Background: an optimization exercise with open tools, aiming at small area. Do not read the settings as production practice.
Function was checked by simulation only, so behaviour that the tests miss may differ from the original.
No activity file was given, so power comes from the tool's default toggle rates.

==> inputs of indigo <==
// game
module game(clk,rst,btnU,btnR,btnL,sw,an,seg);
    input clk;
    input rst;  
    input btnR;
    input btnL;
    input btnU;
    input [9:0] sw;
    output [3:0] an;
    output [6:0] seg;
    wire [9:0] num_db;
    wire debouncedRst;
    wire debouncedCfm;
    wire debouncedPcd;
    genvar i;
    generate
        for (i = 0; i < 10; i = i + 1) begin : db_sw
            debounce u(.rst(rst), .in(sw[i]), .master_clk(clk), .out(num_db[i]));
        end
    endgenerate
    debounce debounceRst(.rst(rst),.in(btnR),.master_clk(clk),.out(debouncedRst));
    debounce debounceCfm(.rst(rst),.in(btnL),.master_clk(clk),.out(debouncedCfm));
    debounce debouncePcd(.rst(rst),.in(btnU),.master_clk(clk),.out(debouncedPcd));
    wire fast_tick;
    clocks clk_div(.master_clk(clk),.rst(rst),.RESET(debouncedRst),.fast_tick(fast_tick));
    wire [3:0] sym1, sym2, sym3, sym4;
    control controlUnit(.clk(clk),.rst(rst),.RESET(debouncedRst),.PROCEED(debouncedPcd),
        .CONFIRM(debouncedCfm),.num_db(num_db),.sym1(sym1),.sym2(sym2),.sym3(sym3),.sym4(sym4));
  ...
==> module debounce, before the edit <==
module debounce(rst, in, master_clk, out);
    input rst;
    input in;
    input master_clk;
    output out;
    localparam [15:0] POL = 16'hAAAA;
    reg s0n, s1n;
    reg d;
    reg [15:0] r;
    wire [15:0] c = r ^ POL;
    wire s1 = ~s1n;
    wire mm = d ^ s1;
    wire low_zero = ~|c[14:0];
    wire fb = c[15] ^ c[13] ^ c[12] ^ c[10] ^ low_zero;
    wire term = low_zero & ~c[15];
    wire [15:0] c_next = mm ? {c[14:0], fb} : 16'h0001;
    always @(posedge master_clk) begin
        s0n <= rst | ~in;
        s1n <= s0n;
        r <= c_next ^ POL;
        d <= ~rst & (term ? s1 : d);
    end
    assign out = d;
endmodule
==> module control, before the edit <==
module control(clk, rst, RESET, PROCEED, CONFIRM, num_db, sym1, sym2, sym3, sym4);
    input clk;
    input rst;
    input RESET;
    input PROCEED;
    input CONFIRM;
    input [9:0] num_db;
    output reg [3:0] sym1;
    output reg [3:0] sym2;
    output reg [3:0] sym3;
    output reg [3:0] sym4;
    localparam IDLE = 2'b00;
    localparam CONFIRM_PRESSED = 2'b01;
    localparam FAIL = 2'b10;
    localparam SUCCESS = 2'b11;
    localparam M_ALL   = 3'd0;   
    localparam M_BALL  = 3'd1;   
    localparam M_BLANK = 3'd2;   
    localparam M_SC    = 3'd3;   
    localparam M_LO    = 3'd4;   
    localparam M_HI    = 3'd5;   
    localparam P_INIT = 3'd0;
    localparam P_A = 3'd1;
    localparam P_B = 3'd2;
    localparam P_C = 3'd3;
    localparam P_D = 3'd4;
    reg [1:0] state;
    reg [2:0] numTry;
    reg [3:0] guess;      
    reg [2:0] pos;
    reg [2:0] mode;
    localparam [127:0] LT = 128'h000000000000000701FF001F00070000;
    localparam [127:0] EQ = 128'h00010001000100080200002000080001;
    wire g_lt = LT[{pos, guess}];
    wire g_eq = EQ[{pos, guess}];
    wire [2:0] pos_next = (pos == P_C) ? P_D : (pos == P_B) ? P_C : (pos == P_A) ? P_B : P_A;
    reg [3:0] sel;
    always @(*) begin
        if (num_db[0]) sel = 4'd0;
        else if (num_db[1]) sel = 4'd1;
        else if (num_db[2]) sel = 4'd2;
        else if (num_db[3]) sel = 4'd3;
        else if (num_db[4]) sel = 4'd4;
        else if (num_db[5]) sel = 4'd5;
        else if (num_db[6]) sel = 4'd6;
        else if (num_db[7]) sel = 4'd7;
        else if (num_db[8]) sel = 4'd8;
        else if (num_db[9]) sel = 4'd9;
        else sel = 4'd12;
    end
    always @(posedge clk) begin
        if (rst) begin
            state <= IDLE;
            numTry <= 3'd0;
            guess <= 4'd0;
            pos <= P_INIT;
            mode <= M_ALL;
        end
        else if (RESET) begin
            state <= IDLE;
            numTry <= 3'd4;
            guess <= 4'd12;
            pos <= pos_next;
            mode <= M_BLANK;
        end
        else begin
            case (state)
                SUCCESS: mode <= M_SC;
                FAIL: mode <= M_ALL;
                IDLE: begin
                    if (CONFIRM && guess != 4'd12) begin
                        numTry <= numTry - 3'd1;
                        state <= CONFIRM_PRESSED;
                    end
                    mode <= (mode == M_ALL || mode == M_BALL) ? M_BALL : M_BLANK;
                    guess <= sel;
                end
                CONFIRM_PRESSED: begin
                    if (g_eq) state <= SUCCESS;
                    else if (numTry == 3'd0) state <= FAIL;
                    if (PROCEED) state <= IDLE;
                    else if (g_lt) mode <= M_LO;
                    else if (!g_eq) mode <= M_HI;
                end
            endcase
        end
    end
    always @(*) begin
        case (mode)
            M_BALL:  begin sym1 = 4'd12; sym2 = 4'd12; sym3 = 4'd8;  sym4 = guess; end
            M_BLANK: begin sym1 = 4'd12; sym2 = 4'd12; sym3 = 4'd12; sym4 = guess; end
            M_SC:    begin sym1 = 4'd5;  sym2 = 4'd13; sym3 = 4'd12;
                           sym4 = numTry[2] ? guess : {2'b00, numTry[1:0]}; end
            M_LO:    begin sym1 = 4'd10; sym2 = 4'd0;  sym3 = 4'd12; sym4 = 4'd12; end
            M_HI:    begin sym1 = 4'd11; sym2 = 4'd1;  sym3 = 4'd12; sym4 = 4'd12; end
            default: begin sym1 = 4'd8;  sym2 = 4'd8;  sym3 = 4'd8;  sym4 = 4'd8; end
        endcase
    end
endmodule
==> module cathode_and_anode, before the edit <==
module cathode_and_anode(clk, rst, fast_tick, sym1, sym2, sym3, sym4, cathode, anode);
    input clk;
    input rst;
    input fast_tick;
    input [3:0] sym1;
    input [3:0] sym2;
    input [3:0] sym3;
    input [3:0] sym4;
    output reg [6:0] cathode;
    output reg [3:0] anode;
    reg [1:0] itr;
    reg started;
    reg [3:0] sym;
    always @(posedge clk) begin
        if (rst) begin
            itr <= 2'b00;
            started <= 1'b0;
            sym <= 4'd8;
        end
        else if (fast_tick) begin
            itr <= {itr[0], ~itr[1]};
            started <= 1'b1;
            case (itr)
                2'b00: sym <= sym1;
                2'b01: sym <= sym2;
                2'b11: sym <= sym3;
                default: sym <= sym4;
            endcase
        end
    end
    always @(*) begin
        if (!started) anode = 4'b0000;
        else case (itr)
            2'b01: anode = 4'b0111;
            2'b11: anode = 4'b1011;
            2'b10: anode = 4'b1101;
            default: anode = 4'b1110;
        endcase
    end
    always @(*) begin
        cathode = 7'b1111111;
        if (sym == 4'd0)  cathode = 7'b1000000;
        if (sym == 4'd1)  cathode = 7'b1111001;
        if (sym == 4'd2)  cathode = 7'b0100100;
        if (sym == 4'd3)  cathode = 7'b0110000;
        if (sym == 4'd4)  cathode = 7'b0011001;
        if (sym == 4'd5)  cathode = 7'b0010010;
        if (sym == 4'd6)  cathode = 7'b0000010;
        if (sym == 4'd7)  cathode = 7'b1111000;
        if (sym == 4'd8)  cathode = 7'b0000000;
        if (sym == 4'd9)  cathode = 7'b0010000;
        if (sym == 4'd10) cathode = 7'b1000111;
        if (sym == 4'd11) cathode = 7'b0001001;
        if (sym == 4'd13) cathode = 7'b1000110;
    end
endmodule
==> flow/config.mk <==
export PLATFORM = sky130hd
export DESIGN_NAME = game
export DESIGN_NICKNAME = game
export VERILOG_FILES = /design/flow/design.v
export SDC_FILE = /design/flow/constraint.sdc
export NUM_CORES = 4
export LEC_CHECK = 0
export CAP_MARGIN = 20
export CORE_MARGIN = 2
export CORE_UTILIZATION = 65
export CTS_BUF_LIST = sky130_fd_sc_hd__clkbuf_8
export CTS_CLUSTER_DIAMETER = 60
export CTS_CLUSTER_SIZE = 20
export PLACE_DENSITY = 0.8
export SLEW_MARGIN = 20
==> flow/constraint.sdc <==
create_clock -name core_clock -period 10.0 [get_ports {clk}]
set_input_delay 2.0000 -clock core_clock [delete_from_list [all_inputs] [get_ports {clk}]]
set_output_delay 2.0000 -clock core_clock [all_outputs]
set_load 0.01 [all_outputs]
standard.sh (not shown) runs the stock make flow with config.mk's settings and CLKGATE_MAP_FILE= SYNTH_SCRIPT=/design/flow/synth_recipe.tcl, a recipe that flattens the netlist after the stock synthesis.
==> flow/flow/run.sh <==
#!/bin/bash
# Layout flow: the standard flow (standard.sh), with three changes:
#  - after the standard synthesis, the combinational logic between the
#    registers is mapped again by ABC for area (flow/reopt.abc); the
#    registers, their cells, instance names and output nets are kept;
#  - the port buffers are buf_1 cells;
#  - the clock tree is built from clkbuf_8 without dummy loads.
# Each tool writes its full output to its own log file here.
set -euo pipefail
R=orfs/results/sky130hd/game/base
LIB=$FLOW_HOME/platforms/sky130hd/lib/sky130_fd_sc_hd__tt_025C_1v80.lib
YOSYS=$(command -v yosys || echo "$FLOW_HOME/../tools/install/yosys/bin/yosys")

bash standard.sh synth > synth.log 2>&1

cp $R/1_2_yosys.v $R/1_2_yosys_standard.v
DONT_USE=""
for c in $(sed -n '/^export DONT_USE_CELLS/,/^$/p' $FLOW_HOME/platforms/sky130hd/config.mk | grep -o 'sky130_fd_sc_hd__[a-z0-9_]*'); do
  DONT_USE="$DONT_USE -dont_use $c"
done
cat > reopt.ys <<EOS
read_liberty -wb -ignore_miss_func $LIB
read_verilog $R/1_2_yosys_standard.v
hierarchy -top $FLOW_TOP
setattr -mod -unset whitebox -set blackbox 1 =sky130_fd_sc_hd__dfxtp_1 =sky130_fd_sc_hd__edfxtp_1 =sky130_fd_sc_hd__conb_1
rename -hide c:* t:sky130_fd_sc_hd__dfxtp_1 t:sky130_fd_sc_hd__edfxtp_1 %u %d
rename -hide w:_*_
flatten -wb
opt_clean -purge
tee -o reopt_stat_before.txt stat -liberty $LIB
abc -liberty $LIB -script flow/reopt.abc $DONT_USE
opt_clean -purge
hilomap -singleton -hicell sky130_fd_sc_hd__conb_1 HI -locell sky130_fd_sc_hd__conb_1 LO
splitnets
opt_clean -purge
write_verilog -noattr -nohex -nodec reopt.v
EOS
"$YOSYS" -l reopt.log -q reopt.ys > /dev/null 2>&1
# check the new netlist against the library as the standard synthesis does
cat > reopt_check.ys <<EOS
read_liberty -lib $LIB
read_verilog reopt.v
hierarchy -check -top $FLOW_TOP
check -assert -mapped
tee -o reopt_stat_after.txt stat -liberty $LIB
EOS
"$YOSYS" -l reopt_check.log -q reopt_check.ys > /dev/null 2>&1
cp reopt.v $R/1_2_yosys.v
touch $R/1_2_yosys.v

bash standard.sh \
  BUFFER_PORTS_ARGS="-buffer_cell sky130_fd_sc_hd__buf_1" \
  CTS_ARGS="-sink_clustering_enable -repair_clock_nets -sink_clustering_size 13 -sink_clustering_max_diameter 45 -buf_list sky130_fd_sc_hd__clkbuf_4 -dont_use_dummy_load" \
  finish > standard.log 2>&1
==> flow/flow/reopt.abc <==
strash
ifraig
balance
rewrite
refactor
balance
rewrite
rewrite -z
balance
refactor -z
rewrite -z
balance
balance
rewrite
refactor
balance
rewrite
rewrite -z
balance
refactor -z
rewrite -z
balance
dch -f
map -a
topo
strash
balance
rewrite
refactor
balance
rewrite
rewrite -z
balance
refactor -z
rewrite -z
balance
dch -f
map -a
==> quartz: changes against indigo <==
--- a/flow/design.v
+++ b/flow/design.v
@@ -5,10 +5,9 @@
     output out;
     localparam [15:0] POL = 16'hAAAA;
-    reg s0n, s1n;
-    reg d;
-    reg [15:0] r;
+    reg s0n, s1n;         
+    reg d;                
+    reg [15:0] r;         
     wire [15:0] c = r ^ POL;
-    wire s1 = ~s1n;
-    wire mm = d ^ s1;
+    wire mm = d ^ ~s1n;   
     wire low_zero = ~|c[14:0];
     wire fb = c[15] ^ c[13] ^ c[12] ^ c[10] ^ low_zero;
@@ -19,5 +18,5 @@
         s1n <= s0n;
         r <= c_next ^ POL;
-        d <= ~rst & (term ? s1 : d);
+        d <= ~rst & (d ^ (mm & term));
     end
     assign out = d;
@@ -74,9 +73,15 @@
     reg [2:0] pos;
     reg [2:0] mode;
-    localparam [127:0] LT = 128'h000000000000000701FF001F00070000;
-    localparam [127:0] EQ = 128'h00010001000100080200002000080001;
-    wire g_lt = LT[{pos, guess}];
-    wire g_eq = EQ[{pos, guess}];
-    wire [2:0] pos_next = (pos == P_C) ? P_D : (pos == P_B) ? P_C : (pos == P_A) ? P_B : P_A;
+    reg [3:0] secret;
+    reg [2:0] pos_next;
+    always @(*) begin
+        case (pos)
+            P_A: begin secret = 4'd3; pos_next = P_B; end
+            P_B: begin secret = 4'd5; pos_next = P_C; end
+            P_C: begin secret = 4'd9; pos_next = P_D; end
+            P_D: begin secret = 4'd3; pos_next = P_A; end
+            default: begin secret = 4'd0; pos_next = P_A; end
+        endcase
+    end
     reg [3:0] sel;
     always @(*) begin
@@ -121,9 +126,9 @@
                 end
                 CONFIRM_PRESSED: begin
-                    if (g_eq) state <= SUCCESS;
+                    if (guess == secret) state <= SUCCESS;
                     else if (numTry == 3'd0) state <= FAIL;
                     if (PROCEED) state <= IDLE;
-                    else if (g_lt) mode <= M_LO;
-                    else if (!g_eq) mode <= M_HI;
+                    else if (guess < secret) mode <= M_LO;
+                    else if (guess > secret) mode <= M_HI;
                 end
             endcase
@@ -157,15 +162,15 @@
     always @(posedge clk) begin
         if (rst) begin
-            itr <= 2'b00;
+            itr <= 2'd0;
             started <= 1'b0;
             sym <= 4'd8;
         end
         else if (fast_tick) begin
-            itr <= {itr[0], ~itr[1]};
+            itr <= itr + 2'd1;
             started <= 1'b1;
             case (itr)
-                2'b00: sym <= sym1;
-                2'b01: sym <= sym2;
-                2'b11: sym <= sym3;
+                2'd0: sym <= sym1;
+                2'd1: sym <= sym2;
+                2'd2: sym <= sym3;
                 default: sym <= sym4;
             endcase
@@ -175,25 +180,19 @@
         if (!started) anode = 4'b0000;
         else case (itr)
-            2'b01: anode = 4'b0111;
-            2'b11: anode = 4'b1011;
-            2'b10: anode = 4'b1101;
+            2'd1: anode = 4'b0111;
+            2'd2: anode = 4'b1011;
+            2'd3: anode = 4'b1101;
             default: anode = 4'b1110;
         endcase
     end
-    always @(*) begin
-        cathode = 7'b1111111;
-        if (sym == 4'd0)  cathode = 7'b1000000;
-        if (sym == 4'd1)  cathode = 7'b1111001;
-        if (sym == 4'd2)  cathode = 7'b0100100;
-        if (sym == 4'd3)  cathode = 7'b0110000;
-        if (sym == 4'd4)  cathode = 7'b0011001;
-        if (sym == 4'd5)  cathode = 7'b0010010;
-        if (sym == 4'd6)  cathode = 7'b0000010;
-        if (sym == 4'd7)  cathode = 7'b1111000;
-        if (sym == 4'd8)  cathode = 7'b0000000;
-        if (sym == 4'd9)  cathode = 7'b0010000;
-        if (sym == 4'd10) cathode = 7'b1000111;
-        if (sym == 4'd11) cathode = 7'b0001001;
-        if (sym == 4'd13) cathode = 7'b1000110;
+    localparam [15:0] SEG0 = 16'hDC12;
+    localparam [15:0] SEG1 = 16'hF460;
+    localparam [15:0] SEG2 = 16'hF404;
+    localparam [15:0] SEG3 = 16'hD892;
+    localparam [15:0] SEG4 = 16'hD2BA;
+    localparam [15:0] SEG5 = 16'hD08E;
+    localparam [15:0] SEG6 = 16'hF483;
+    always @(*) begin
+        cathode = {SEG6[sym], SEG5[sym], SEG4[sym], SEG3[sym], SEG2[sym], SEG1[sym], SEG0[sym]};
     end
 endmodule
==> flow/run.sh (new file) <==
#!/bin/bash
# synth_recipe.tcl (not shown) runs the flow's synth.tcl, then flattens the netlist and writes it again
# the make line also repeats each setting of config.mk as NAME=value (left out here)
make -C /OpenROAD-flow-scripts/flow DESIGN_CONFIG=/design/flow/config.mk WORK_HOME=/design/flow/orfs CLKGATE_MAP_FILE= SYNTH_SCRIPT=/design/flow/synth_recipe.tcl finish
CORE_UTILIZATION = 40   (was 65)
PLACE_DENSITY = 0.6   (was 0.8)
removed: flow/flow/run.sh
removed: flow/flow/reopt.abc
removed: flow/standard.sh
==> comparison <==
Of indigo and quartz, indigo has the higher combinational power (gap 49%, measured against quartz).
Against indigo, the critical path depth of quartz is lower by 1.
Sequential cell count is the same in indigo and quartz.
Against indigo, the area after synthesis of quartz is higher by about 4.6%.
Between quartz and indigo, the lower synthesized cell count is in quartz (gap 5.1%, measured against indigo).
Non-clock buffer count is the same in quartz and indigo.
Final cell count: indigo is smaller than quartz (5.4%).
==> figures <==
metric	indigo	quartz
Netlist area before placement	8985 sq um	9394 sq um
Synthesized instance count	989	939
Combinational group power	332 uW	223 uW
Run status	finished clean	finished clean
CP max stage delay	0.47 ns	0.49 ns
Die X	121.6 um	157.3 um
Capture point of the worst reg-to-reg path	clk_div.r[0]$_SDFF_PP1_	display.sym[1]$_SDFFE_PP0P_
Met3 Resource Use GR	0.03652	0.02450
Power Density	217.7 nW/um^2	196.2 nW/um^2
Avg Cell Area, Syn	9.085 sq um	10.00 sq um
N_taps	176	319
Vias in the first global route	5859	5947
Final routed wirelength across all metal layers	14.69 mm	15.58 mm
Sequential share of power	0.622	0.623
Core Box Area	13350 sq um	23260 sq um
Number of multi-input combinational cells	619	610

[afterwards: timing with drivers on the ports]
No port has a modelled driver above. Below, the same layouts with a new extraction and two added sets of constraints. Step 1: set_driving_cell puts a clkbuf_16 on clk and a buf_2 on each other input, an assumption about the parent block. Step 2 moves the port delays by t, midway between the first and last clock arrival at a register: inputs arrive t later, outputs are due t later. That takes back most of the time a late clock gives input paths. Three values: ideal ports, drivers, drivers and shift; two values: the first two.
run	t, ns	slack for setup (ns)	hold WS [ns]	cell pins on the clock port's net
indigo	0.674	6.106 / 6.072 / 5.952	0.295 / 0.295 / 0.295	1
quartz	0.568	5.683 / 5.643 / 6.210	0.338 / 0.338 / 0.338	1
After both steps every run listed still meets setup and hold. The setup slack of indigo, which loses most, moves by -0.034 ns with the drivers and by -0.154 ns with both steps.
